This is an optimization exercise on Yosys and OpenROAD, whose aim is small area, a short achievable clock period and few clock cycles per item, not a production implementation. Where RTL was checked, it was by simulation tests only, not by an equivalence proof against the original. No functional check of the RTL was part of runs 5 and 6.

==> flow/design.v, too long to show whole: its modules and the start of the top module <==
// module mul33: 1629 lines
// module add64: 23 lines
// module muldiv_top: 185 lines
// module sub_ge: 28 lines
// module add_pf: 9 lines
module muldiv_top (
    input  logic               clk,
    input  logic               rst_n,
    input  logic [3:0]         op_i,
    input  logic [31:0]        opr1_i,
    input  logic [31:0]        opr2_i,
    input  logic               flush_i,
    output logic               busy_o,
    output logic               done_o,
    output logic [31:0]        result_o
);
  // ...
==> flow/flow/run.sh <==
#!/bin/bash
set -euo pipefail
bash standard.sh finish SETUP_SLACK_MARGIN=7 > standard_flow.log 2>&1
==> flow/standard.sh <==
#!/bin/bash
# synth_recipe.tcl (not shown) runs the flow's synth.tcl, then flattens the netlist and writes it again
# the make line also repeats each setting of config.mk as NAME=value (left out here)
make -C /OpenROAD-flow-scripts/flow DESIGN_CONFIG=/design/flow/config.mk WORK_HOME=/design/flow/orfs CLKGATE_MAP_FILE= SYNTH_SCRIPT=/design/flow/synth_recipe.tcl "${@:-finish}"
==> flow/config.mk <==
export PLATFORM = sky130hd
export DESIGN_NAME = muldiv_top
export DESIGN_NICKNAME = muldiv_top
export VERILOG_FILES = /design/flow/design.v
export SDC_FILE = /design/flow/constraint.sdc
export NUM_CORES = 4
export LEC_CHECK = 0
export CAP_MARGIN = 20
export CORE_MARGIN = 2
export CORE_UTILIZATION = 55
export PLACE_DENSITY = 0.7
export SLEW_MARGIN = 20
export TNS_END_PERCENT = 100
==> flow/constraint.sdc <==
create_clock -name core_clock -period 14.0 [get_ports {clk}]
set_input_delay 2.8000 -clock core_clock [delete_from_list [all_inputs] [get_ports {clk}]]
set_output_delay 2.8000 -clock core_clock [all_outputs]
set_load 0.01 [all_outputs]
==> flow_summary.yaml, run 1 <==
run_status:
  outcome: "timing/DRC/antenna clean"
setup_path:
  crit_end: "res_q[27]"
  crit_start: "a_q[11]"
  cp_slowest_stage_delay_ps: 1050
  worst_ep_required_time_ps: 14230
  startpoint_type: "register"
  cp_max_fo: 24
  crit_path_top_delay_cell: "a31oi_1"
sta:
  period_share: 0.578
  hold_viol_final: 0
  clock.fmax_ghz: 0.124
  hold_ws_ps: 475
synth:
  synthSimpleGateAreaFrac: 0.0982
  netlist_top_cells_count: "inv_1, fa_1, a22oi_1"
  synth_top_cell_by_area: "fa_1"
  yosysMostFrequentCell: "inv_1"
  synth_area_per_cell_um2: 8.39
global_route:
  grt_pass1_wl_um: 320000
  met1_usage: 0.607
  use_met3: 0.192
finish:
  multi_input_area_share: 0.723
  layout.nonclk_buf_frac: 0.110
  seq_cells: 192
  inv_count: 748
  ff_latch_area_um2: 4990
  top_area_cell_class: "multi-input gates"
routing:
  drt-met1-wl_um: 81000
clocking:
  cts_setup_buffers: 204
  tritoncts: "done"
  cts_made_buffers: 17
  cts_max_level: 4
place:
  io_buffers: 104
die:
  rows: 109
  fp.dieW_um: 304
Testbench counts, summed over its fixed seeds: cycles 3,733, ops 2,400.
==> inputs of run 2 (changes only) <==
==> flow/run.sh (new file) <==
#!/bin/bash
# synth_recipe.tcl (not shown) runs the flow's synth.tcl, then flattens the netlist and writes it again
# the make line also repeats each setting of config.mk as NAME=value (left out here)
make -C /OpenROAD-flow-scripts/flow DESIGN_CONFIG=/design/flow/config.mk WORK_HOME=/design/flow/orfs CLKGATE_MAP_FILE= SYNTH_SCRIPT=/design/flow/synth_recipe.tcl finish
--- a/flow/config.mk
+++ b/flow/config.mk
@@ -10,4 +10,5 @@
 export CORE_UTILIZATION = 55
 export PLACE_DENSITY = 0.7
+export SETUP_SLACK_MARGIN = 5
 export SLEW_MARGIN = 20
 export TNS_END_PERCENT = 100
removed: flow/flow/run.sh
removed: flow/standard.sh
==> flow_summary.yaml, run 2 <==
place:
  place_hpwl_um: 146000
  io_buffers: 104
  gp_congestion: 1.05
synth:
  synth_area_um2: 49400
  ys_types: 105
  synth.area.top_cells: "fa_1, ha_1, a22oi_1"
  netlist_top_cells_count: "inv_1, fa_1, a22oi_1"
  synth_enable_flop_cells: 111
  synth.top_cell.area_share: 0.226
  synth_area_per_cell_um2: 8.39
  synthCells: 5879
  ys_seq_area_frac: 0.101
  synth_fp_nets: 6855
  yosys_warnings: 20
  async_flop_share: 0.0156
  ys_seq_elements: 192
  yosysMostFrequentCell: "inv_1"
  ys.flop_type: "edfxtp_1"
  synth_top_cell_by_area: "fa_1"
sta:
  setup_tns_ps: 0
  period_share: 0.643
  setup_viol: 0
  rsz0062_at_grt: "true"
  finClkSkew_ps: 22.2
  worst_slew_pin_slew_ps: 1170
  hold_viol_final: 0
  slew_viol_final: 0
  clock.fmax_ghz: 0.111
  slew_headroom: 0.214
  fin_crit_ps: 9000
setup_path:
  crit_buf_inv: 4
  startpoint_type: "register"
  crit_path_top_delay_cell: "edfxtp_1"
  cp_slowest_stage_delay_ps: 610
  cp_top_family: "compound AO/OA/AOI/OAI gates"
  path_class: "reg2reg"
  crit_path_end_kind: "register"
  worst_ep_required_time_ps: 14160
  cp_max_fo: 24
  worstPathArrival_ps: 9160
routing:
  wirelength_um: 207000
  first_pass_iters: 10
  ant_nets: 0
  vias_per_cell: 6.91
  drt_iter0_markers: 6856
  vias: 47503
  wl_per_cell_um: 30.2
  drc: 0
clocking:
  clock_latency_ps: 510
  cts_made_buffers: 17
  cts_max_level: 4
  cts_buffer_depth: 2
  holdBufCountCts: 0
  tritoncts: "done"
  path_clk_slew_ps: 70
  cts_sinks: 192
  cts-root-buf: "clkbuf_16"
finish:
  largest_register_ffs: 36
  reg_top3: "b_q x36, a_q x33, res_q x32"
  drive_gt1_frac: 0.0513
  syn2layout_area_growth_pct: 5.12
  regMostFlops: "b_q"
  fin_nets: 6659
  final_common_cell: "inv_1"
  layout_common_cells: "inv_1, fa_1, a22oi_1"
  finalCoreUtilization: 0.585
die:
  fp.dieW_um: 304
  chipHeight_um: 304
  dieArea_um2: 92100
  coreArea_um2: 88600
  rows: 109
  start_util: 0.557
  io_pins: 105
global_route:
  grt_pass1_vias: 46028
  antenna_found_initial: 11
  grt_max_degree: 62
  grt_overflow_total: 0
  grt_pass1_wl_um: 301000
  groute.usage.overall: 0.446
run_status:
  outcome: "timing/DRC/antenna clean"
worst_hold_path:
  hold_class: "reg2reg"
flow_run:
  drv_cap: 0
[run 2: cell counts after synthesis]
Identical to the previous run, type by type.
[run 2: cell families (layout without fill, tap and decap cells)]
group,count (synthesis),in the layout,share of synthesized area
AO/OA/AOI/OAI,1674,1674,0.236
buffers and inverters,1211,1028,0.0938
AND/OR/NAND/NOR,1019,1019,0.0982
adder cells (fa/ha/maj),905,905,0.314
XOR/XNOR,825,825,0.147
flip-flops,192,192,0.101
multiplexers,53,53,0.0109
other,0,9,0
[run 2: path summary, 6_finish.rpt]
check | from | to | slack, ps | depth (start not counted)
hold / removal | q_q[24] | q_q[24] | 490 | 1
max in group asynchronous | rst_n | done_q | 11120 | 1
min in group asynchronous | rst_n | div_q | 2590 | 1
hold reg to reg | q_q[24] | q_q[24] | 490 | 1
setup reg to reg | b_q[7] | res_q[3] | 5000 | 25
setup / recovery | b_q[7] | res_q[3] | 5000 | 25
[run 2: final cells by class]
cell class,instances,area [um2]
timing repair buffer,248,2130
fill,8192,36800
clock inverter,11,96.3
inverter,748,2830
clock buffer,21,483
tap,1165,1460
multi-input combinational,4476,39900
sequential,192,4990
antenna,9,22.5
[run 2: per-stage QoR]
stage	setup slack, ps	hold WS [ps]	std cells	instance area [um2]
after detailed placement	4410	471	6814	51100
after CTS	5140	491	6846	51600
final	5000	494	6870	51900
after floorplan	6590	435	5879	49400
after global placement	4540	472	6814	51100
after global routing	4850	521	6862	51900
[run 2: layer usage]
layer	GRT usage	wire (um)	up-vias	share of wire
met2	0.642	85400	3638	0.41
li1	-	-	19935	-
met3	0.157	29600	938	0.14
met4	0.243	14100	18	0.068
met1	0.583	77900	22974	0.38
met5	0.00621	256	-	0.0012
[run 2: repair_timing]
action | CTS | global route
endpoints found under the setup margin | 5 | 73
gates resized for setup | 1 | 24
pin swaps | 0 | 3
setup buffers | 0 | 15
==> inputs of run 3 (changes only) <==
--- a/flow/config.mk
+++ b/flow/config.mk
@@ -12,3 +12,3 @@
 export SETUP_SLACK_MARGIN = 5
 export SLEW_MARGIN = 20
-export TNS_END_PERCENT = 100
+export TNS_END_PERCENT = 5
==> flow_summary.yaml, run 3 <==
sta:
  slew_viol_final: 0
  fin_crit_ps: 9170
  clock.fmax_ghz: 0.109
  finClkSkew_ps: 21.8
  slew_headroom: 0.168
  hold_viol_final: 0
  worst_slew_pin_slew_ps: 1250
  worst_slack_ps: 4830
  period_share: 0.655
  rsz0062_at_grt: "true"
  setup_tns_ps: 0
  setup_viol: 0
synth:
  netlist_top_cells_count: "inv_1, fa_1, a22oi_1"
  synth_area_per_cell_um2: 8.39
  yosysMostFrequentCell: "inv_1"
  synth_fp_nets: 6855
  ys_types: 105
  synth_area_um2: 49400
  ys_seq_area_frac: 0.101
  synthCells: 5879
  synth_top_cell_by_area: "fa_1"
  ys_seq_elements: 192
  yosys_warnings: 20
  synth.top_cell.area_share: 0.226
  synth_enable_flop_cells: 111
  async_flop_share: 0.0156
  ys.flop_type: "edfxtp_1"
  synth.area.top_cells: "fa_1, ha_1, a22oi_1"
global_route:
  grt_max_degree: 62
  groute.usage.overall: 0.446
  grt_overflow_total: 0
  grt_pass1_vias: 46028
  grt_pass1_wl_um: 301000
  antenna_found_initial: 11
setup_path:
  critPathMostFrequentCell: "inv_1"
  worst_ep_required_time_ps: 14190
  cp_max_fo: 45
  r2r_slack_ps: 4830
  worstPathArrival_ps: 9370
  path_class: "reg2reg"
  crit_path_end_kind: "register"
  cp_slowest_stage_delay_ps: 720
  crit_path_top_delay_cell: "o211ai_1"
  startpoint_type: "register"
place:
  gp_congestion: 1.05
  place_hpwl_um: 146000
  pre_cts_slack_ps: 4410
  io_buffers: 104
  place_area_um2: 51100
die:
  fp.dieW_um: 304
  rows: 109
  io_pins: 105
  start_util: 0.557
  chipHeight_um: 304
  dieArea_um2: 92100
  coreArea_um2: 88600
routing:
  wirelength_um: 207000
  wl_per_cell_um: 30.2
  vias: 47512
  drt_iter0_markers: 7033
  drc: 0
  ant_nets: 0
  first_pass_iters: 9
  vias_per_cell: 6.93
finish:
  ff_latch_area_um2: 4990
  largest_register_ffs: 36
  final_common_cell: "inv_1"
  reg_top3: "b_q x36, a_q x33, res_q x32"
  finalInstanceArea_um2: 51700
  syn2layout_area_growth_pct: 4.78
  multi_input_area_um2: 39800
  fin_nets: 6646
  layout_common_cells: "inv_1, fa_1, a22oi_1"
  regMostFlops: "b_q"
  finalCoreUtilization: 0.583
  num-fill-cells: 8202
  drive_gt1_frac: 0.0472
clocking:
  cts-root-buf: "clkbuf_16"
  tritoncts: "done"
  cts_made_buffers: 17
  holdBufCountCts: 0
  cts_buffer_depth: 2
  cts_sinks: 192
  cts_max_level: 4
  path_clk_slew_ps: 80
  clock_latency_ps: 510
worst_hold_path:
  hold_class: "reg2reg"
run_status:
  outcome: "timing/DRC/antenna clean"
flow_run:
  drv_cap: 0
[run 3: worst paths after layout]
check | depth (start not counted) | start | endpoint
worst max-delay path | 25 | b_q[16] | res_q[23]
worst min-delay path | 1 | q_q[24] | q_q[24]
worst max register to register | 25 | b_q[16] | res_q[23]
worst min register to register | 1 | q_q[24] | q_q[24]
max in group asynchronous | 1 | rst_n | done_q
min in group asynchronous | 1 | rst_n | div_q
[run 3: final cells by class]
type                    count  area share
inverters                 748      0.0543
clock inverters            11     0.00186
well taps                1165      0.0282
multi-input cells        4476       0.770
diodes                      7    0.000339
repair buffers            235      0.0392
clock buffers              21     0.00934
flip-flops and latches    192      0.0966
[run 3: metal layers]
| layer | share of wire | vias to the layer above | track usage |
|---|---|---|---|
| li1 | - | 19907 | - |
| met1 | 0.37 | 22946 | 0.583 |
| met2 | 0.41 | 3701 | 0.642 |
| met3 | 0.15 | 944 | 0.157 |
| met4 | 0.068 | 14 | 0.243 |
| met5 | 0.0012 | - | 0.00621 |
[run 3: cells by family (layout without fill, tap and decap cells)]
kind of cell	Yosys count	after routing	share of synthesized area
xor+xnor	825	825	0.147
other cells	0	7	0
fa+ha+maj	905	905	0.314
flops	192	192	0.101
compound gates	1674	1674	0.236
buf+inv	1211	1015	0.0938
mux	53	53	0.0109
simple gates	1019	1019	0.0982
[run 3: critical path, delay by kind of cell (launching register included)]
family / cells / cell delay (ps)
AND/OR/NAND/NOR: 6 / 990
buffers and inverters: 4 / 1230
adder cells (fa/ha/maj): 4 / 1700
flip-flops: 1 / 650
AO/OA/AOI/OAI: 11 / 4210
[run 3: metrics by stage]
| step | std cells | hold WS [ps] |
|---|---|---|
| after floorplan | 5879 | 435 |
| final | 6855 | 491 |
| after global routing | 6849 | 521 |
| after CTS | 6846 | 491 |
| after global placement | 6814 | 472 |
| after detailed placement | 6814 | 471 |
[run 3: timing repair]
| item | CTS | global route |
|---|---|---|
| pin swaps | 0 | 1 |
| resized for setup | 1 | 9 |
| endpoints found under the setup margin | 5 | 73 |
| cloned | 0 | 0 |
| setup buffers | 0 | 2 |
==> module muldiv_top, before the edit <==
module muldiv_top (
    input  logic               clk,
    input  logic               rst_n,
    input  logic [3:0]         op_i,
    input  logic [31:0]        opr1_i,
    input  logic [31:0]        opr2_i,
    input  logic               flush_i,
    output logic               busy_o,
    output logic               done_o,
    output logic [31:0]        result_o
);
localparam int S  = 4;            
localparam int BW = 36;           
localparam int CW = 4;            
function automatic logic [5:0] clz32(input logic [31:0] x);
    logic [15:0]      v1;
    logic [15:0][0:0] c1;
    logic [7:0]       v2;
    logic [7:0][1:0]  c2;
    logic [3:0]       v3;
    logic [3:0][2:0]  c3;
    logic [1:0]       v4;
    logic [1:0][3:0]  c4;
    logic             v5;
    logic [4:0]       c5;
    for (int k = 0; k < 16; k++) begin
        v1[k] = x[2*k+1] | x[2*k];
        c1[k] = ~x[2*k+1];
    end
    for (int k = 0; k < 8; k++) begin
        v2[k] = v1[2*k+1] | v1[2*k];
        c2[k] = v1[2*k+1] ? {1'b0, c1[2*k+1]} : {1'b1, c1[2*k]};
    end
    for (int k = 0; k < 4; k++) begin
        v3[k] = v2[2*k+1] | v2[2*k];
        c3[k] = v2[2*k+1] ? {1'b0, c2[2*k+1]} : {1'b1, c2[2*k]};
    end
    for (int k = 0; k < 2; k++) begin
        v4[k] = v3[2*k+1] | v3[2*k];
        c4[k] = v3[2*k+1] ? {1'b0, c3[2*k+1]} : {1'b1, c3[2*k]};
    end
    v5 = v4[1] | v4[0];
    c5 = v4[1] ? {1'b0, c4[1]} : {1'b1, c4[0]};
    clz32 = v5 ? {1'b0, c5} : 6'd32;
endfunction
logic              mul_q;       
logic              div_q;       
logic              imm_q;       
logic              rem_q;       
logic              bz_q;        
logic              hi_q;        
logic              neg_q;       
logic [CW-1:0]     cnt_q;       
logic [32:0]       a_q;         
logic [BW-1:0]     b_q;         
logic [31:0]       q_q;         
logic              done_q;
logic              oneg_q;      
logic [31:0]       res_q;
logic        last_iter;
logic        take;
logic        is_div;
logic        sgn_a, sgn_b;      
logic        na, nb;            
logic [31:0] ua, ub;
logic [5:0]  lza, lzb;          
logic [6:0]  dd;                
logic        bz, imm;
logic [3:0]  dsh4;              
assign last_iter = ~imm_q & (cnt_q == CW'(0));
assign busy_o    = div_q & ~imm_q & ~last_iter;
assign take      = ~busy_o & ~flush_i & (op_i != 4'b0000);
assign is_div    = op_i[3];
always_comb begin
    if (is_div) begin
        sgn_a = ~op_i[0];
        sgn_b = ~op_i[0];
    end else begin
        sgn_a = (op_i[1:0] == 2'b01) | (op_i[1:0] == 2'b10);
        sgn_b = (op_i[1:0] == 2'b01);
    end
end
assign na   = sgn_a & opr1_i[31];
assign nb   = sgn_b & opr2_i[31];
assign ua   = na ? (~opr1_i + 32'd1) : opr1_i;
assign ub   = nb ? (~opr2_i + 32'd1) : opr2_i;
assign lza  = clz32(na ? ~opr1_i : opr1_i);
assign lzb  = clz32(nb ? ~opr2_i : opr2_i);
assign bz   = (opr2_i == 32'd0);
assign dd   = {1'b0, lzb} - {1'b0, lza} + 7'(na);
assign imm  = bz | dd[6];
assign dsh4 = dd[5:2];
logic [35:0] bx;
logic [16:0] bsel1, bsel2, bneg;
logic [16:0] bsel1_q, bsel2_q, bneg_q;
logic [63:0] prod;
assign bx = {nb, nb, opr2_i, 1'b0};
always_comb begin
    for (int i = 0; i < 17; i++) begin
        bsel1[i] = bx[2*i+1] ^ bx[2*i];
        bsel2[i] = (bx[2*i+2] & ~bx[2*i+1] & ~bx[2*i]) | (~bx[2*i+2] & bx[2*i+1] & bx[2*i]);
        bneg[i]  = bx[2*i+2];
    end
end
always_ff @(posedge clk) begin
    bsel1_q <= bsel1;
    bsel2_q <= bsel2;
    bneg_q  <= bneg;
end
mul33 mul_u (.a(a_q), .sel1(bsel1_q), .sel2(bsel2_q), .neg(bneg_q), .p(prod));
logic [31:0]    r_it;
logic [S-1:0]   qb_it;
localparam int DW = BW + 2;       
logic [31:0]    r_k  [3];           
logic [DW-1:0]  bh_k [2], bf_k [2];
logic [DW-1:0]  d1_k [2], d2_k [2], d3_k [2];
logic           ge1_k [2], ge2_k [2], ge3_k [2];
assign r_k[0] = a_q[31:0];
for (genvar k = 0; k < 2; k++) begin : g_r4
    assign bf_k[k] = DW'(b_q >> (2*k));         
    assign bh_k[k] = DW'(b_q >> (2*k+1));       
    logic [DW-1:0] cs_s, cs_c;
    assign cs_s = DW'(r_k[k]) ^ ~bf_k[k] ^ ~bh_k[k];
    assign cs_c = (DW'(r_k[k]) & ~bf_k[k]) | (DW'(r_k[k]) & ~bh_k[k]) | (~bf_k[k] & ~bh_k[k]);
    sub_ge #(.W(DW)) s1 (.a(DW'(r_k[k])), .b(bh_k[k]), .d(d1_k[k]), .ge(ge1_k[k]));
    sub_ge #(.W(DW)) s2 (.a(DW'(r_k[k])), .b(bf_k[k]), .d(d2_k[k]), .ge(ge2_k[k]));
    add_pf #(.W(DW)) s3 (.a(cs_s), .b({cs_c[DW-2:0], 1'b1}), .s(d3_k[k]));
    assign ge3_k[k] = ~d3_k[k][DW-1];
    assign qb_it[3-2*k] = ge2_k[k];
    assign qb_it[2-2*k] = ge3_k[k] | (ge1_k[k] & ~ge2_k[k]);
    assign r_k[k+1]     = ge3_k[k] ? d3_k[k][31:0] :
                          ge2_k[k] ? d2_k[k][31:0] :
                          ge1_k[k] ? d1_k[k][31:0] : r_k[k];
end
assign r_it = r_k[2];
always_ff @(posedge clk or negedge rst_n) begin
    if (~rst_n) begin
        mul_q  <= 1'b0;
        div_q  <= 1'b0;
        done_q <= 1'b0;
    end else if (flush_i) begin
        mul_q  <= 1'b0;
        div_q  <= 1'b0;
        done_q <= 1'b0;
    end else begin
        done_q <= mul_q | (div_q & (imm_q | last_iter));
        mul_q  <= take & ~is_div;
        if (take)
            div_q <= is_div;
        else if (imm_q | last_iter)
            div_q <= 1'b0;
    end
end
always_ff @(posedge clk) begin
    if (take) begin
        hi_q  <= (op_i[1:0] != 2'b00);
        rem_q <= op_i[1];
        bz_q  <= bz;
        imm_q <= ~is_div | imm;
        cnt_q <= dsh4;
        neg_q <= op_i[1] ? na : ((na ^ nb) & ~bz);
        q_q   <= '0;
        b_q <= BW'({ub, 3'b000}) << {dsh4, 2'b00};
        if (is_div)
            a_q <= {1'b0, ua};
        else
            a_q <= {na, opr1_i};
    end else if (div_q & ~imm_q) begin
        a_q   <= {1'b0, r_it};
        b_q   <= b_q >> S;
        q_q   <= {q_q[31-S:0], qb_it};
        cnt_q <= cnt_q - CW'(1);
    end
    if (mul_q | (div_q & (imm_q | last_iter)))
        oneg_q <= div_q & neg_q;
    if (mul_q)
        res_q <= hi_q ? prod[63:32] : prod[31:0];
    else if (div_q & imm_q)
        res_q <= rem_q ? a_q[31:0] : {32{bz_q}};
    else if (div_q & last_iter)
        res_q <= rem_q ? r_it : {q_q[31-S:0], qb_it};
end
assign done_o   = done_q;
assign result_o = oneg_q ? (~res_q + 32'd1) : res_q;
endmodule
==> inputs of run 4 (changes only) <==
--- a/flow/design.v
+++ b/flow/design.v
@@ -2347,7 +2347,7 @@
 logic        take;
 logic        is_div;
-logic        sgn_a, sgn_b;      
+logic        nma, nmb;          
 logic        na, nb;            
-logic [31:0] ua, ub;
+logic [31:0] ua, ub;            
 logic [5:0]  lza, lzb;          
 logic [6:0]  dd;                
@@ -2358,16 +2358,9 @@
 assign take      = ~busy_o & ~flush_i & (op_i != 4'b0000);
 assign is_div    = op_i[3];
-always_comb begin
-    if (is_div) begin
-        sgn_a = ~op_i[0];
-        sgn_b = ~op_i[0];
-    end else begin
-        sgn_a = (op_i[1:0] == 2'b01) | (op_i[1:0] == 2'b10);
-        sgn_b = (op_i[1:0] == 2'b01);
-    end
-end
-assign na   = sgn_a & opr1_i[31];
-assign nb   = sgn_b & opr2_i[31];
-assign ua   = na ? (~opr1_i + 32'd1) : opr1_i;
+assign nma  = ((op_i[1:0] == 2'b01) | (op_i[1:0] == 2'b10)) & opr1_i[31];
+assign nmb  = (op_i[1:0] == 2'b01) & opr2_i[31];
+assign na   = ~op_i[0] & opr1_i[31];
+assign nb   = ~op_i[0] & opr2_i[31];
+assign ua   = (na & is_div) ? (~opr1_i + 32'd1) : opr1_i;    
 assign ub   = nb ? (~opr2_i + 32'd1) : opr2_i;
 assign lza  = clz32(na ? ~opr1_i : opr1_i);
@@ -2381,5 +2374,5 @@
 logic [16:0] bsel1_q, bsel2_q, bneg_q;
 logic [63:0] prod;
-assign bx = {nb, nb, opr2_i, 1'b0};
+assign bx = {nmb, nmb, opr2_i, 1'b0};
 always_comb begin
     for (int i = 0; i < 17; i++) begin
@@ -2444,13 +2437,14 @@
         bz_q  <= bz;
         imm_q <= ~is_div | imm;
-        cnt_q <= dsh4;
         neg_q <= op_i[1] ? na : ((na ^ nb) & ~bz);
+    end
+end
+always_ff @(posedge clk) begin
+    if (take) begin
+        a_q   <= {nma & ~is_div, ua};
+        b_q   <= BW'({ub, 3'b000}) << {dsh4, 2'b00};
         q_q   <= '0;
-        b_q <= BW'({ub, 3'b000}) << {dsh4, 2'b00};
-        if (is_div)
-            a_q <= {1'b0, ua};
-        else
-            a_q <= {na, opr1_i};
-    end else if (div_q & ~imm_q) begin
+        cnt_q <= dsh4;
+    end else begin
         a_q   <= {1'b0, r_it};
         b_q   <= b_q >> S;
@@ -2458,11 +2452,10 @@
         cnt_q <= cnt_q - CW'(1);
     end
-    if (mul_q | (div_q & (imm_q | last_iter)))
-        oneg_q <= div_q & neg_q;
+    oneg_q <= div_q & neg_q;
     if (mul_q)
         res_q <= hi_q ? prod[63:32] : prod[31:0];
-    else if (div_q & imm_q)
+    else if (imm_q)
         res_q <= rem_q ? a_q[31:0] : {32{bz_q}};
-    else if (div_q & last_iter)
+    else
         res_q <= rem_q ? r_it : {q_q[31-S:0], qb_it};
 end
--- a/flow/config.mk
+++ b/flow/config.mk
@@ -12,3 +12,3 @@
 export SETUP_SLACK_MARGIN = 5
 export SLEW_MARGIN = 20
-export TNS_END_PERCENT = 5
+export TNS_END_PERCENT = 100
==> flow_summary.yaml, run 4 <==
finish:
  num-fill-cells: 8010
  reg_top3: "b_q x36, a_q x33, res_q x32"
  final_common_cell: "inv_1"
  syn2layout_area_growth_pct: 4.82
  fin_nets: 6523
  layout_common_cells: "inv_1, fa_1, a22oi_1"
  drive_gt1_frac: 0.0523
  largest_register_ffs: 36
  regMostFlops: "b_q"
synth:
  synth_area_per_cell_um2: 8.22
  synth_top_cell_by_area: "fa_1"
  ys_seq_area_frac: 0.0823
  yosys_warnings: 20
  synth.area.top_cells: "fa_1, ha_1, a22oi_1"
  async_flop_share: 0.0156
  ys.flop_type: "dfxtp_1"
  ys_types: 111
  netlist_top_cells_count: "inv_1, fa_1, a22oi_1"
  synth_enable_flop_cells: 5
  ys_seq_elements: 192
  yosysMostFrequentCell: "inv_1"
  synth_area_um2: 47500
  synthCells: 5776
  synth.top_cell.area_share: 0.234
  synth_fp_nets: 6751
die:
  coreArea_um2: 85400
  rows: 107
  chipHeight_um: 298
  dieArea_um2: 88700
  start_util: 0.556
  fp.dieW_um: 298
  io_pins: 105
sta:
  rsz0062_at_grt: "false"
  slew_viol_final: 0
  setup_tns_ps: 0
  slew_headroom: 0.248
  setup_viol: 0
  clock.fmax_ghz: 0.114
  fin_crit_ps: 8780
  hold_viol_final: 0
  hold_ws_ps: 469
  period_share: 0.627
  worst_slew_pin_slew_ps: 1120
  finClkSkew_ps: 22.1
routing:
  vias_per_cell: 6.76
  first_pass_iters: 7
  wirelength_um: 196000
  drc: 0
  vias: 45389
  ant_nets: 0
  drt_iter0_markers: 6110
  wl_per_cell_um: 29.2
clocking:
  cts_made_buffers: 17
  clock_latency_ps: 490
  cts-root-buf: "clkbuf_16"
  path_clk_slew_ps: 90
  cts_sinks: 192
  cts_buffer_depth: 2
  holdBufCountCts: 0
  cts_setup_buffers: 0
  tritoncts: "done"
  cts_max_level: 4
worst_hold_path:
  hold_start: "cnt_q[0]"
  hold_class: "reg2reg"
setup_path:
  cp_slowest_stage_delay_ps: 620
  crit_start: "b_q[5]"
  worstPathArrival_ps: 9100
  cp_top_family: "compound AO/OA/AOI/OAI gates"
  cp_max_fo: 39
  r2r-start: "b_q[5]"
  crit_path_cell_trace: "inv_1 > fa_1 > ha_1 > a21oi_1 > nor3b_2 > a211oi_2 > o21ai_0 > a31o_2 > buf_4 > o21ai_0 > o22ai_1 > inv_1 > ha_1 > o211ai_1 > o211ai_1 > nand4b_1 > nand2_1 > a211o_1 > a21bo_2 > nor2_1 > a221oi_1 > o21ai_1 > nand3_1 > nand2_1"
  startpoint_type: "register"
  path_class: "reg2reg"
  crit_path_end_kind: "register"
  worst_ep_required_time_ps: 14320
  crit_buf_inv: 3
  crit_path_top_delay_cell: "o22ai_1"
run_status:
  outcome: "timing/DRC/antenna clean"
global_route:
  use_met3: 0.160
  groute.usage.overall: 0.434
  grt_overflow_total: 0
  grt.busiest_layer: "met2"
  grt.met2_usage: 0.611
  grt_pass1_wl_um: 288000
  grt_max_degree: 70
  met1_usage: 0.574
  grt_pass1_vias: 43720
  antenna_found_initial: 12
flow_run:
  drv_cap: 0
place:
  gp_congestion: 1.11
  io_buffers: 104
  place_hpwl_um: 143000
==> run 4: cell count changes in the layout (fill, tap and decap cells not counted), sizes merged, moves of 16 or more <==
cell	delta
a22o	-25
nor3	-18
edfxtp	-106
nand4	-19
dfxtp	+106
a21oi	+17
and3	+16
xor2	+29
nand3	-24
o21ai	-21
or3	-19
nand2	+29
and2	+17
buf	-17
==> run 4: routing by layer <==
metal	up-vias	part of all wire
met2	3443	0.40
met1	21951	0.38
met3	813	0.15
met5	-	0.00044
li1	19170	-
met4	12	0.066
==> run 4: cell type report <==
cell class / count / area [um2] / area share
Clock buffer: 18 / 439 / 0.00882
Sequential cell: 192 / 3960 / 0.0796
Timing Repair Buffer: 218 / 1920 / 0.0385
Antenna cell: 5 / 12.5 / 0.000251
Inverter: 742 / 2790 / 0.0559
Tap cell: 1144 / 1430 / 0.0287
Multi-Input combinational cell: 4377 / 39100 / 0.784
Clock inverter: 14 / 184 / 0.00369
==> run 4: metrics by stage <==
step / area [um2] / setup slack [ps] / instances / utilization
2_1_floorplan: 47500 / 6900 / 5776 / -
3_3_place_gp: 49100 / 5280 / 6672 / 0.575
3_5_place_dp: 49100 / 5190 / 6672 / 0.575
4_1_cts: 49700 / 5120 / 6704 / 0.582
5_1_grt: 49800 / 5040 / 6705 / 0.583
6_report: 49800 / 5220 / 6710 / 0.583
==> run 4: cell families (layout without fill, tap and decap cells) <==
| family | count (synthesis) | count (layout) | share of synthesized area |
|---|---|---|---|
| compound gates | 1594 | 1594 | 0.231 |
| xor+xnor | 851 | 851 | 0.157 |
| fa+ha+maj | 904 | 904 | 0.326 |
| buf+inv | 1207 | 992 | 0.0971 |
| flops | 192 | 192 | 0.0823 |
| mux | 44 | 44 | 0.00951 |
| other cells | 0 | 5 | 0 |
| simple gates | 984 | 984 | 0.0968 |
==> run 4: final timing paths <==
kind                             endpoint  slack, ps  cells after the start
worst max-delay path            res_q[24]       5220                     24
worst min-delay path             cnt_q[0]        470                      1
worst max register to register  res_q[24]       5220                     24
worst min register to register   cnt_q[0]        470                      1
max in group asynchronous          done_q      11350                      1
min in group asynchronous           mul_q       2500                      1
==> run 4: repair_timing <==
| action | 4_1_cts | 5_1_grt |
|---|---|---|
| hold endpoints to repair | 0 | 0 |
| gates resized for setup | 0 | 8 |
| setup endpoints to repair | 0 | 36 |
Testbench counts of run 4, summed over its fixed seeds: cycles 3,733, ops 2,400.
==> inputs of run 5 (changes only) <==
--- a/flow/design.v
+++ b/flow/design.v
@@ -2340,4 +2340,5 @@
 logic [32:0]       a_q;         
 logic [BW-1:0]     b_q;         
+logic [BW+1:0]     b3_q;        
 logic [31:0]       q_q;         
 logic              done_q;
@@ -2350,4 +2351,5 @@
 logic        na, nb;            
 logic [31:0] ua, ub;            
+logic [33:0] ub3;                
 logic [5:0]  lza, lzb;          
 logic [6:0]  dd;                
@@ -2368,4 +2370,5 @@
 assign bz   = (opr2_i == 32'd0);
 assign dd   = {1'b0, lzb} - {1'b0, lza} + 7'(na);
+assign ub3  = {1'b0, ub, 1'b0} + {2'b00, ub};
 assign imm  = bz | dd[6];
 assign dsh4 = dd[5:2];
@@ -2390,25 +2393,26 @@
 logic [31:0]    r_it;
 logic [S-1:0]   qb_it;
-localparam int DW = BW + 2;       
 logic [31:0]    r_k  [3];           
-logic [DW-1:0]  bh_k [2], bf_k [2];
-logic [DW-1:0]  d1_k [2], d2_k [2], d3_k [2];
+logic [31:0]    d1_k [2], d2_k [2], d3_k [2];
 logic           ge1_k [2], ge2_k [2], ge3_k [2];
 assign r_k[0] = a_q[31:0];
 for (genvar k = 0; k < 2; k++) begin : g_r4
-    assign bf_k[k] = DW'(b_q >> (2*k));         
-    assign bh_k[k] = DW'(b_q >> (2*k+1));       
-    logic [DW-1:0] cs_s, cs_c;
-    assign cs_s = DW'(r_k[k]) ^ ~bf_k[k] ^ ~bh_k[k];
-    assign cs_c = (DW'(r_k[k]) & ~bf_k[k]) | (DW'(r_k[k]) & ~bh_k[k]) | (~bf_k[k] & ~bh_k[k]);
-    sub_ge #(.W(DW)) s1 (.a(DW'(r_k[k])), .b(bh_k[k]), .d(d1_k[k]), .ge(ge1_k[k]));
-    sub_ge #(.W(DW)) s2 (.a(DW'(r_k[k])), .b(bf_k[k]), .d(d2_k[k]), .ge(ge2_k[k]));
-    add_pf #(.W(DW)) s3 (.a(cs_s), .b({cs_c[DW-2:0], 1'b1}), .s(d3_k[k]));
-    assign ge3_k[k] = ~d3_k[k][DW-1];
+    logic [BW-1:0] bf, bh;              
+    logic [BW+1:0] b3;                  
+    logic          c1, c2, c3;
+    assign bf = b_q >> (2*k);
+    assign bh = b_q >> (2*k+1);
+    assign b3 = b3_q >> (2*k+1);
+    sub_ge #(.W(32)) s1 (.a(r_k[k]), .b(bh[31:0]), .d(d1_k[k]), .ge(c1));
+    sub_ge #(.W(32)) s2 (.a(r_k[k]), .b(bf[31:0]), .d(d2_k[k]), .ge(c2));
+    sub_ge #(.W(32)) s3 (.a(r_k[k]), .b(b3[31:0]), .d(d3_k[k]), .ge(c3));
+    assign ge1_k[k] = c1 & ~|bh[BW-1:32];
+    assign ge2_k[k] = c2 & ~|bf[BW-1:32];
+    assign ge3_k[k] = c3 & ~|b3[BW+1:32];
     assign qb_it[3-2*k] = ge2_k[k];
     assign qb_it[2-2*k] = ge3_k[k] | (ge1_k[k] & ~ge2_k[k]);
-    assign r_k[k+1]     = ge3_k[k] ? d3_k[k][31:0] :
-                          ge2_k[k] ? d2_k[k][31:0] :
-                          ge1_k[k] ? d1_k[k][31:0] : r_k[k];
+    assign r_k[k+1]     = ge3_k[k] ? d3_k[k] :
+                          ge2_k[k] ? d2_k[k] :
+                          ge1_k[k] ? d1_k[k] : r_k[k];
 end
 assign r_it = r_k[2];
@@ -2444,4 +2448,5 @@
         a_q   <= {nma & ~is_div, ua};
         b_q   <= BW'({ub, 3'b000}) << {dsh4, 2'b00};
+        b3_q  <= (BW+2)'({ub3, 3'b000}) << {dsh4, 2'b00};
         q_q   <= '0;
         cnt_q <= dsh4;
@@ -2449,4 +2454,5 @@
         a_q   <= {1'b0, r_it};
         b_q   <= b_q >> S;
+        b3_q  <= b3_q >> S;
         q_q   <= {q_q[31-S:0], qb_it};
         cnt_q <= cnt_q - CW'(1);
@@ -2491,11 +2497,2 @@
     assign ge = g[L][W-1];
 endmodule
-module add_pf #(parameter int W = 38) (
-    input  logic [W-1:0] a,
-    input  logic [W-1:0] b,
-    output logic [W-1:0] s
-);
-    logic [W-1:0] d;
-    logic         ge;
-    sub_ge #(.W(W)) u (.a(a), .b(~b), .d(s), .ge(ge));
-endmodule
==> flow/flow/run.sh (new file) <==
#!/bin/bash
# The standard layout (the standard.sh, standard synthesis included), with
# the port buffers made from sky130_fd_sc_hd__buf_2 cells instead of the delay
# buffer cells ORFS picks by default.
set -euo pipefail
bash standard.sh finish "BUFFER_PORTS_ARGS=-buffer_cell sky130_fd_sc_hd__buf_2" > standard_flow.log 2>&1
==> flow/standard.sh (new file) <==
#!/bin/bash
# synth_recipe.tcl (not shown) runs the flow's synth.tcl, then flattens the netlist and writes it again
# the make line also repeats each setting of config.mk as NAME=value (left out here)
make -C /OpenROAD-flow-scripts/flow DESIGN_CONFIG=/design/flow/config.mk WORK_HOME=/design/flow/orfs CLKGATE_MAP_FILE= SYNTH_SCRIPT=/design/flow/synth_recipe.tcl "${@:-finish}"
removed: flow/run.sh
==> flow_summary.yaml, run 5 <==
finish:
  reg_top3: "b3_q x37, b_q x36, a_q x33"
  layout_common_cells: "inv_1, a22oi_1, fa_1"
  finalInstanceArea_um2: 51500
  layoutNonFillerInstCount: 7069
  drive_gt1_frac: 0.0681
  finalCoreUtilization: 0.580
  largest_register_ffs: 37
  regMostFlops: "b3_q"
  fin_nets: 6819
  syn2layout_area_growth_pct: 4.23
  final_common_cell: "inv_1"
routing:
  wl_per_cell_um: 28.9
  vias_per_cell: 6.80
  vias: 48100
  first_pass_iters: 10
  drc: 0
  wirelength_um: 204000
  drt_iter0_markers: 7292
  ant_nets: 0
sta:
  hold_ws_ps: 457
  finClkSkew_ps: 25.6
  worst_slack_ps: 5010
  setup_viol: 0
  hold_viol_final: 0
  slew_headroom: 0.287
  setup_tns_ps: 0
  clock.fmax_ghz: 0.111
  rsz0062_at_grt: "true"
  worst_slew_pin_slew_ps: 1060
  period_share: 0.642
  fin_crit_ps: 8990
  slew_viol_final: 0
synth:
  yosys_warnings: 18
  synth_enable_flop_cells: 5
  async_flop_share: 0.0131
  netlist_top_cells_count: "inv_1, a22oi_1, fa_1"
  yosysMostFrequentCell: "inv_1"
  ys_types: 112
  synth_fp_nets: 7058
  ys_seq_area_frac: 0.0941
  synth.top_cell.area_share: 0.200
  synth_top_cell_by_area: "fa_1"
  synthCells: 6119
  ys.flop_type: "dfxtp_1"
  ys_seq_elements: 229
  synth_area_um2: 49400
  synth.area.top_cells: "fa_1, ha_1, dfxtp_1"
  synth_area_per_cell_um2: 8.08
worst_hold_path:
  hold_start: "q_q[11]"
  hold_class: "reg2reg"
  hold_path_depth: 1
  min_to: "q_q[15]"
global_route:
  grt_max_degree: 69
  groute.usage.overall: 0.431
  grt_overflow_total: 0
  antenna_found_initial: 18
  grt_pass1_wl_um: 302000
  grt_pass1_vias: 46932
clocking:
  cts-root-buf: "clkbuf_16"
  cts_buffer_depth: 3
  clock_latency_ps: 580
  tritoncts: "done"
  path_clk_slew_ps: 60
  cts_sinks: 229
  cts_made_buffers: 27
  cts_max_level: 1
place:
  io_buffers: 104
  place_hpwl_um: 145000
  gp_congestion: 1.03
  pre_cts_slack_ps: 4010
  placed_cells: 7016
  place_area_um2: 50500
flow_run:
  drv_cap: 0
die:
  fp.dieW_um: 304
  start_util: 0.557
  chipHeight_um: 304
  io_pins: 105
  dieArea_um2: 92300
  coreArea_um2: 88800
  rows: 109
setup_path:
  worstPathArrival_ps: 9430
  r2r_slack_ps: 5010
  cp_max_fo: 30
  crit_start: "a_q[19]"
  r2r-end: "res_q[27]"
  startpoint_type: "register"
  reg2regPathDepth: 25
  worst_ep_required_time_ps: 14440
  crit_path_end_kind: "register"
  path_class: "reg2reg"
  r2r-start: "a_q[19]"
run_status:
  outcome: "timing/DRC/antenna clean"
## run 5: timing repair
action	in CTS	in global routing
hold buffers	0	0
setup endpoints to repair	21	50
gates resized for setup	4	6
pin swaps	0	1
setup buffers	0	0
## run 5: cell type report
| class | instances | area [um2] |
|---|---|---|
| Timing Repair Buffer | 224 | 1420 |
| Inverter | 707 | 2660 |
| Sequential cell | 229 | 4690 |
| Clock buffer | 33 | 739 |
| Multi-Input combinational cell | 4691 | 40300 |
| Tap cell | 1165 | 1460 |
| Fill cell | 8174 | 37300 |
| Clock inverter | 17 | 200 |
| Antenna cell | 3 | 7.51 |
## run 5: logic make-up (layout without fill, tap and decap cells)
kind of cell    after synthesis  count (layout)  share of synthesized area
flops                       229             229                     0.0941
simple gates               1082            1082                      0.103
fa+ha+maj                   868             868                      0.295
buf+inv                    1199             981                     0.0921
compound gates             1787            1787                      0.244
xor+xnor                    871             871                      0.154
mux                          83              83                     0.0179
other cells                   0               3                          0
## run 5: worst max-delay path by stage
stage                endpoint  cells past startpoint  slack (ps)
floorplan            b3_q[33]                     25        6860
detailed placement   b3_q[33]                     23        4010
global route         b3_q[33]                     21        4940
global placement     b3_q[33]                     21        3770
finish              res_q[27]                     25        5010
CTS                  b3_q[33]                     21        5050
## run 5: critical path: stages, from the launching register on
cell	delay, ps
dfxtp_2	720
buf_4	660
a22oi_1	170
xnor2_1	210
fa_1	580
inv_1	70
fa_1	530
inv_1	50
fa_1	500
inv_1	50
fa_1	380
fa_1	510
inv_1	50
fa_1	480
ha_1	350
a21o_1	190
a21oi_1	350
o21bai_1	170
a221o_1	360
a21oi_1	350
nand2_1	330
a31oi_1	330
o21ai_0	130
xnor2_1	460
o21ai_0	490
a21o_1	330
## run 5: routing by layer
| metal | up-vias | track usage | share of wire |
|---|---|---|---|
| met1 | 22963 | 0.585 | 0.38 |
| met3 | 821 | 0.164 | 0.16 |
| li1 | 20572 | - | - |
| met5 | - | 0 | 0.00039 |
| met4 | 12 | 0.202 | 0.059 |
| met2 | 3732 | 0.601 | 0.39 |
==> inputs of run 6 (changes only) <==
--- a/flow/design.v
+++ b/flow/design.v
@@ -2366,9 +2366,11 @@
 assign ua   = (na & is_div) ? (~opr1_i + 32'd1) : opr1_i;    
 assign ub   = nb ? (~opr2_i + 32'd1) : opr2_i;
-assign lza  = clz32(na ? ~opr1_i : opr1_i);
+assign lza  = clz32(na ? {~opr1_i[30:0], 1'b1} : opr1_i);
 assign lzb  = clz32(nb ? ~opr2_i : opr2_i);
 assign bz   = (opr2_i == 32'd0);
-assign dd   = {1'b0, lzb} - {1'b0, lza} + 7'(na);
-assign ub3  = {1'b0, ub, 1'b0} + {2'b00, ub};
+assign dd   = {1'b0, lzb} - {1'b0, lza};
+logic [31:0] xb;
+assign xb   = opr2_i ^ {32{nb}};
+assign ub3  = {1'b0, xb, 1'b0} + {2'b00, xb} + {32'd0, nb, nb};
 assign imm  = bz | dd[6];
 assign dsh4 = dd[5:2];
==> flow/flow/run.sh (replaced) <==
#!/bin/bash
# The standard layout (the standard.sh, standard synthesis included), with
# the port buffers made from sky130_fd_sc_hd__buf_2 cells instead of the delay
# buffer cells ORFS picks by default, and timing repair aiming for 6 ns of
# setup slack.
set -euo pipefail
bash standard.sh finish "BUFFER_PORTS_ARGS=-buffer_cell sky130_fd_sc_hd__buf_2" SETUP_SLACK_MARGIN=6 > standard_flow.log 2>&1
--- a/flow/config.mk
+++ b/flow/config.mk
@@ -10,5 +10,4 @@
 export CORE_UTILIZATION = 55
 export PLACE_DENSITY = 0.7
-export SETUP_SLACK_MARGIN = 5
 export SLEW_MARGIN = 20
 export TNS_END_PERCENT = 100
==> flow_summary.yaml, run 6 <==
sta:
  worst_slack_ps: 6070
  hold_ws_ps: 456
  period_share: 0.567
  setup_tns_ps: 0
  rsz0062_at_grt: "true"
  setup_viol: 0
  clock.fmax_ghz: 0.126
  slew_viol_final: 0
  finClkSkew_ps: 29.9
  worst_slew_pin_slew_ps: 1220
  fin_crit_ps: 7930
  slew_headroom: 0.178
  hold_viol_final: 0
clocking:
  cts_buffer_depth: 3
  holdBufCountCts: 0
  tritoncts: "done"
  cts_made_buffers: 30
  cts-root-buf: "clkbuf_16"
  cts_sinks: 229
  clock_latency_ps: 620
  cts_max_level: 1
  path_clk_slew_ps: 70
setup_path:
  r2r_slack_ps: 6070
  startpoint_type: "register"
  crit_path_top_delay_cell: "a41oi_1"
  r2r-start: "bneg_q[3]"
  worst_ep_required_time_ps: 14450
  worstPathArrival_ps: 8390
  cp_max_fo: 14
  path_class: "reg2reg"
  cp_slowest_stage_delay_ps: 910
  crit_path_end_kind: "register"
  reg2regPathDepth: 25
  critPathMostFrequentCell: "fa_1"
  r2r-end: "res_q[11]"
worst_hold_path:
  min_to: "q_q[17]"
  hold_class: "reg2reg"
  hold_start: "q_q[13]"
  hold_path_depth: 1
global_route:
  met1_usage: 0.561
  use_met3: 0.164
  grt_max_degree: 71
  grt_pass1_wl_um: 315000
  groute.usage.overall: 0.448
  grt_pass1_vias: 48336
  grt_overflow_total: 0
  grt.busiest_layer: "met2"
  grt.met2_usage: 0.649
  antenna_found_initial: 12
routing:
  drc: 0
  ant_nets: 0
  first_pass_iters: 6
  drt_iter0_markers: 7209
  vias: 49431
  wirelength_um: 215000
  wl_per_cell_um: 30.2
  vias_per_cell: 6.94
synth:
  netlist_top_cells_count: "inv_1, a22oi_1, fa_1"
  ys_types: 100
  synth_area_per_cell_um2: 8.16
  ys_seq_elements: 229
  ys.flop_type: "dfxtp_1"
  synth.area.top_cells: "fa_1, ha_1, dfxtp_1"
  synth_area_um2: 50100
  async_flop_share: 0.0131
  ys_seq_area_frac: 0.0928
  yosys_warnings: 18
  synthCells: 6143
  synth_enable_flop_cells: 5
  synth_top_cell_by_area: "fa_1"
  synth_fp_nets: 7120
  synth.top_cell.area_share: 0.198
  yosysMostFrequentCell: "inv_1"
die:
  start_util: 0.556
  fp.dieW_um: 306
  dieArea_um2: 93600
  coreArea_um2: 90100
  rows: 110
  chipHeight_um: 306
  io_pins: 105
finish:
  final_common_cell: "inv_1"
  layout_common_cells: "inv_1, a22oi_1, fa_1"
  finalInstanceArea_um2: 52900
  syn2layout_area_growth_pct: 5.51
  drive_gt1_frac: 0.0826
  reg_top3: "b3_q x37, b_q x36, a_q x33"
  largest_register_ffs: 37
  layoutNonFillerInstCount: 7127
  regMostFlops: "b3_q"
  num-fill-cells: 8183
  fin_nets: 6898
  finalCoreUtilization: 0.587
place:
  io_buffers: 104
  pre_cts_slack_ps: 4620
  place_hpwl_um: 150000
  placed_cells: 7053
  place_area_um2: 51200
  gp_congestion: 1.12
flow_run:
  drv_cap: 0
run_status:
  outcome: "timing/DRC/antenna clean"
==> run 6: cell count changes in the layout (fill, tap and decap cells not counted), moves of 26 or more <==
cell and change:
a21oi_1 -46, ha_1 +37, inv_1 -28, nand2_1 -48, nand3_1 +36, o22ai_1 -26
==> run 6: how the worst max path moves through the flow <==
stage | startpoint | end | slack (ps) | cells after the start
after floorplan | op_i[0] | b3_q[34] | 6450 | 20
after global placement | op_i[0] | b3_q[3] | 4700 | 19
after detailed placement | op_i[0] | b_q[31] | 4620 | 22
after CTS | a_q[22] | res_q[8] | 5990 | 24
after global routing | a_q[0] | res_q[23] | 5880 | 28
final | bneg_q[3] | res_q[11] | 6070 | 25
==> run 6: kinds of logic (layout without fill, tap and decap cells) <==
| kind of cell | count (synthesis) | count (layout) | share of synthesized area |
|---|---|---|---|
| adder cells (fa/ha/maj) | 906 | 906 | 0.300 |
| AO/OA/AOI/OAI | 1761 | 1762 | 0.241 |
| multiplexers | 76 | 76 | 0.0162 |
| AND/OR/NAND/NOR | 1104 | 1106 | 0.104 |
| buffers and inverters | 1178 | 977 | 0.0902 |
| other | 0 | 6 | 0 |
| flip-flops | 229 | 229 | 0.0928 |
| XOR/XNOR | 889 | 889 | 0.155 |
==> run 6: critical path, delay by kind of cell, from the launching register on <==
kind                       cells  cell delay [ps]
and+or+nand+nor                1               50
adders and majority gates      6             2670
xor gates and xnor gates       1              200
AOI/OAI and AO/OA             10             2940
DFF                            1              310
buffers and inverters          7             1550
==> run 6: per-layer routing <==
metal	vias up	wire (um)
li1	20833	-
met1	23642	77300
met2	3978	88300
met3	972	32600
met4	6	16800
met5	-	110
==> run 6: layout make-up <==
| type | count | area (um2) | share of cell area |
|---|---|---|---|
| flip-flops and latches | 229 | 4720 | 0.0892 |
| inverters | 681 | 2560 | 0.0485 |
| multi-input cells | 4739 | 41500 | 0.784 |
| well taps | 1176 | 1470 | 0.0278 |
| clock buffers | 38 | 811 | 0.0153 |
| repair buffers | 240 | 1650 | 0.0313 |
| diodes | 6 | 15.0 | 0.000284 |
| clock inverters | 18 | 196 | 0.00371 |
==> run 6: what timing repair did <==
item / 4_1_cts / 5_1_grt
cloned: 1 / 2
setup endpoints to repair: 127 / 111
pin swaps: 3 / 13
setup buffers: 3 / 6
resized for setup: 44 / 83
hold endpoints to repair: 0 / 0
==> inputs of run 7 (changes only) <==
--- a/flow/design.v
+++ b/flow/design.v
@@ -2340,5 +2340,4 @@
 logic [32:0]       a_q;         
 logic [BW-1:0]     b_q;         
-logic [BW+1:0]     b3_q;        
 logic [31:0]       q_q;         
 logic              done_q;
@@ -2351,5 +2350,4 @@
 logic        na, nb;            
 logic [31:0] ua, ub;            
-logic [33:0] ub3;                
 logic [5:0]  lza, lzb;          
 logic [6:0]  dd;                
@@ -2370,7 +2368,4 @@
 assign bz   = (opr2_i == 32'd0);
 assign dd   = {1'b0, lzb} - {1'b0, lza};
-logic [31:0] xb;
-assign xb   = opr2_i ^ {32{nb}};
-assign ub3  = {1'b0, xb, 1'b0} + {2'b00, xb} + {32'd0, nb, nb};
 assign imm  = bz | dd[6];
 assign dsh4 = dd[5:2];
@@ -2396,23 +2391,30 @@
 logic [S-1:0]   qb_it;
 logic [31:0]    r_k  [3];           
-logic [31:0]    d1_k [2], d2_k [2], d3_k [2];
+logic [31:0]    d1_k [2], d2_k [2];
+logic [33:0]    d3_k [2];
 logic           ge1_k [2], ge2_k [2], ge3_k [2];
 assign r_k[0] = a_q[31:0];
 for (genvar k = 0; k < 2; k++) begin : g_r4
     logic [BW-1:0] bf, bh;              
-    logic [BW+1:0] b3;                  
-    logic          c1, c2, c3;
+    logic          c1, c2, hf, hh;
+    logic [33:0]   x, yf, yh, cs_s, cs_c;
     assign bf = b_q >> (2*k);
     assign bh = b_q >> (2*k+1);
-    assign b3 = b3_q >> (2*k+1);
+    assign hf = |bf[BW-1:32];
+    assign hh = |bh[BW-1:32];
     sub_ge #(.W(32)) s1 (.a(r_k[k]), .b(bh[31:0]), .d(d1_k[k]), .ge(c1));
     sub_ge #(.W(32)) s2 (.a(r_k[k]), .b(bf[31:0]), .d(d2_k[k]), .ge(c2));
-    sub_ge #(.W(32)) s3 (.a(r_k[k]), .b(b3[31:0]), .d(d3_k[k]), .ge(c3));
-    assign ge1_k[k] = c1 & ~|bh[BW-1:32];
-    assign ge2_k[k] = c2 & ~|bf[BW-1:32];
-    assign ge3_k[k] = c3 & ~|b3[BW+1:32];
+    assign x    = {2'b00, r_k[k]};
+    assign yf   = ~{2'b00, bf[31:0]};
+    assign yh   = ~{2'b00, bh[31:0]};
+    assign cs_s = x ^ yf ^ yh;
+    assign cs_c = (x & yf) | (x & yh) | (yf & yh);
+    add_pf #(.W(34)) s3 (.a(cs_s), .b({cs_c[32:0], 1'b1}), .s(d3_k[k]));
+    assign ge1_k[k] = c1 & ~hh;
+    assign ge2_k[k] = c2 & ~hf;
+    assign ge3_k[k] = ~d3_k[k][33] & ~hf & ~hh;
     assign qb_it[3-2*k] = ge2_k[k];
     assign qb_it[2-2*k] = ge3_k[k] | (ge1_k[k] & ~ge2_k[k]);
-    assign r_k[k+1]     = ge3_k[k] ? d3_k[k] :
+    assign r_k[k+1]     = ge3_k[k] ? d3_k[k][31:0] :
                           ge2_k[k] ? d2_k[k] :
                           ge1_k[k] ? d1_k[k] : r_k[k];
@@ -2450,5 +2452,4 @@
         a_q   <= {nma & ~is_div, ua};
         b_q   <= BW'({ub, 3'b000}) << {dsh4, 2'b00};
-        b3_q  <= (BW+2)'({ub3, 3'b000}) << {dsh4, 2'b00};
         q_q   <= '0;
         cnt_q <= dsh4;
@@ -2456,5 +2457,4 @@
         a_q   <= {1'b0, r_it};
         b_q   <= b_q >> S;
-        b3_q  <= b3_q >> S;
         q_q   <= {q_q[31-S:0], qb_it};
         cnt_q <= cnt_q - CW'(1);
@@ -2499,2 +2499,11 @@
     assign ge = g[L][W-1];
 endmodule
+module add_pf #(parameter int W = 38) (
+    input  logic [W-1:0] a,
+    input  logic [W-1:0] b,
+    output logic [W-1:0] s
+);
+    logic [W-1:0] d;
+    logic         ge;
+    sub_ge #(.W(W)) u (.a(a), .b(~b), .d(s), .ge(ge));
+endmodule
==> flow/flow/run.sh (replaced) <==
#!/bin/bash
# The standard layout (the standard.sh, standard synthesis included), with
# the port buffers made from sky130_fd_sc_hd__buf_2 cells instead of the delay
# buffer cells ORFS picks by default.
set -euo pipefail
bash standard.sh finish "BUFFER_PORTS_ARGS=-buffer_cell sky130_fd_sc_hd__buf_2" > standard_flow.log 2>&1
--- a/flow/config.mk
+++ b/flow/config.mk
@@ -10,4 +10,5 @@
 export CORE_UTILIZATION = 55
 export PLACE_DENSITY = 0.7
+export SETUP_SLACK_MARGIN = 5
 export SLEW_MARGIN = 20
 export TNS_END_PERCENT = 100
==> flow_summary.yaml, run 7 <==
run_status:
  outcome: "timing/DRC/antenna clean"
flow_run:
  drv_cap: 0
sta:
  rsz0062_at_grt: "false"
  setup_tns_ps: 0
  slew_headroom: 0.233
  worst_slew_pin_slew_ps: 1140
  slew_viol_final: 0
  setup_viol: 0
  clock.fmax_ghz: 0.114
  hold_ws_ps: 458
  finClkSkew_ps: 18.0
  fin_crit_ps: 8780
  period_share: 0.627
  hold_viol_final: 0
setup_path:
  crit_path_end_kind: "register"
  startpoint_type: "register"
  worstPathArrival_ps: 9180
  crit_start: "a_q[2]"
  cp_max_fo: 39
  path_class: "reg2reg"
  worst_ep_required_time_ps: 14400
  r2r-start: "a_q[2]"
routing:
  vias_per_cell: 6.77
  wirelength_um: 201000
  vias: 45308
  ant_nets: 0
  drc: 0
  first_pass_iters: 8
  drt_iter0_markers: 6199
  wl_per_cell_um: 30.0
finish:
  syn2layout_area_growth_pct: 4.00
  regMostFlops: "b_q"
  final_common_cell: "inv_1"
  layout_common_cells: "inv_1, fa_1, a22oi_1"
  num-fill-cells: 7936
  reg_top3: "b_q x36, a_q x33, res_q x32"
  largest_register_ffs: 36
  fin_nets: 6488
  drive_gt1_frac: 0.0735
die:
  rows: 107
  coreArea_um2: 85400
  fp.dieW_um: 298
  chipHeight_um: 298
  io_pins: 105
  start_util: 0.557
  dieArea_um2: 88900
place:
  gp_congestion: 1.07
  io_buffers: 104
  place_hpwl_um: 146000
clocking:
  cts_max_level: 4
  tritoncts: "done"
  path_clk_slew_ps: 80
  cts-root-buf: "clkbuf_16"
  cts_made_buffers: 17
  clock_latency_ps: 510
  cts_sinks: 192
  cts_buffer_depth: 2
synth:
  synth_compound_area_frac: 0.227
  synthCells: 5750
  synthSimpleGateAreaFrac: 0.0998
  synth_top_cell_by_area: "fa_1"
  synth-adder-area-share: 0.322
  synth_area_per_cell_um2: 8.28
  synthMuxAreaShare: 0.0173
  ys.flop_type: "dfxtp_1"
  ys_types: 103
  ys_seq_area_frac: 0.0821
  yosys_warnings: 21
  async_flop_share: 0.0156
  yosysMostFrequentCell: "inv_1"
  netlist_top_cells_count: "inv_1, fa_1, a22oi_1"
  synth_fp_nets: 6713
  synth-xor-area-share: 0.155
  ys_seq_elements: 192
  synth_top_family_by_area: "adder cells"
  synth_enable_flop_cells: 5
  synth.area.top_cells: "fa_1, ha_1, a22oi_1"
  synth_area_um2: 47600
  synth.top_cell.area_share: 0.234
global_route:
  groute.usage.overall: 0.445
  grt_pass1_wl_um: 293000
  grt.met2_usage: 0.641
  grt_pass1_vias: 43817
  use_met3: 0.157
  met1_usage: 0.585
  grt_overflow_total: 0
  grt_max_degree: 55
  grt.busiest_layer: "met2"
  antenna_found_initial: 23
worst_hold_path:
  hold_start: "q_q[7]"
  hold_class: "reg2reg"
## run 7: cell count changes after synthesis, sizes merged, moves of 52 or more
cell / delta
ha: -75
inv: +57
fa: +61
o21ai: -83
nand3: -52
## run 7: per-layer routing
| metal | routed length (um) | part of all wire |
|---|---|---|
| met1 | 76200 | 0.38 |
| met2 | 82900 | 0.41 |
| met3 | 29600 | 0.15 |
| met4 | 12200 | 0.061 |
| met5 | 109 | 0.00054 |
## run 7: stage by stage
stage	setup slack, ps	instance area (um2)	utilization	instances
floorplan	6120	47600	-	5750
finish	5220	49500	0.580	6691
CTS	4990	49300	0.578	6677
detailed placement	4680	48700	0.570	6645
global placement	4740	48700	0.570	6645
global route	5020	49500	0.579	6683
## run 7: cell families after synthesis
group,Yosys count
AO/OA/AOI/OAI,1554
XOR/XNOR,841
adder cells (fa/ha/maj),892
buffers and inverters,1206
flip-flops,192
multiplexers,80
AND/OR/NAND/NOR,985
## run 7: layout make-up
class | instances | area (um2) | share of cell area
timing repair buffer | 224 | 1460 | 0.0295
clock buffer | 17 | 425 | 0.00859
clock inverter | 15 | 176 | 0.00356
tap | 1144 | 1430 | 0.0289
sequential | 192 | 3970 | 0.0802
antenna | 9 | 22.5 | 0.000455
inverter | 738 | 2770 | 0.0560
multi-input combinational | 4352 | 39200 | 0.793
## run 7: timing repair
item / 4_1_cts / 5_1_grt
buffers inserted: 0 / 4
hold buffers: 0 / 0
pin swaps: 0 / 3
resized for setup: 6 / 24
endpoints found under the hold margin: 0 / 0
setup endpoints to repair: 36 / 63
## run 7: path summary, 6_finish.rpt
kind	endpoint	cells past startpoint	slack, ps
max	res_q[23]	27	5220
max in group asynchronous	mul_q	1	11800
min	q_q[11]	1	460
min in group asynchronous	done_q	1	2090
min reg2reg	q_q[11]	1	460
max reg2reg	res_q[23]	27	5220
## run 7: worst max-delay path: stages (launching register included)
cell and delay [ps]:
dfxtp_2 320, buf_4 580, ha_1 250, a21o_1 120
nand4_1 140, a32oi_1 570, nand3_1 480, a21o_1 360
a21o_1 440, a21oi_4 210, buf_4 370, nand2_1 150
a31oi_2 420, inv_1 110, fa_1 490, inv_1 40
ha_1 220, or4_1 520, o2111ai_2 300, o31ai_2 120
o211a_1 280, o2111ai_1 400, a21oi_4 160, buf_6 210
nor3_1 680, nand2_1 120, o211a_1 210, a221o_1 330
Testbench counts of run 7, summed over its fixed seeds: cycles 3,733, ops 2,400.

==> afterwards: timing with drivers on the ports <==
No port has a modelled driver above. Below, the same layouts with a new extraction and two added sets of constraints.
Step 1, drivers: a clkbuf_16 drives clk and a buf_2 each remaining input, both assumed.
Step 2 moves the port delays by t, midway between the first and last clock arrival at a register: inputs arrive t later, outputs are due t later. That takes back most of the time a late clock gives input paths.
Three values: no drivers, after step 1, after step 2; two values: the first two.
run	shift t [ns]	slack for setup (ns)	worst slew at a driven data input, ns
run 1	0.550	5.906 / 5.906 / 5.906	0.10
run 2	0.552	5.001 / 5.001 / 4.979	0.08
run 3	0.552	4.826 / 4.826 / 4.826	0.08
run 4	0.550	5.223 / 5.223 / 5.054	0.05
run 5	0.643	5.007 / 5.007 / 4.595	0.26
run 6	0.676	6.066 / 6.066 / 5.523	0.05
run 7	0.573	5.219 / 5.219 / 5.219	0.11
After both steps every run listed still meets setup and hold. The setup slack of run 6, which loses most, moves by 0.000 ns with the drivers and by -0.543 ns with both steps.
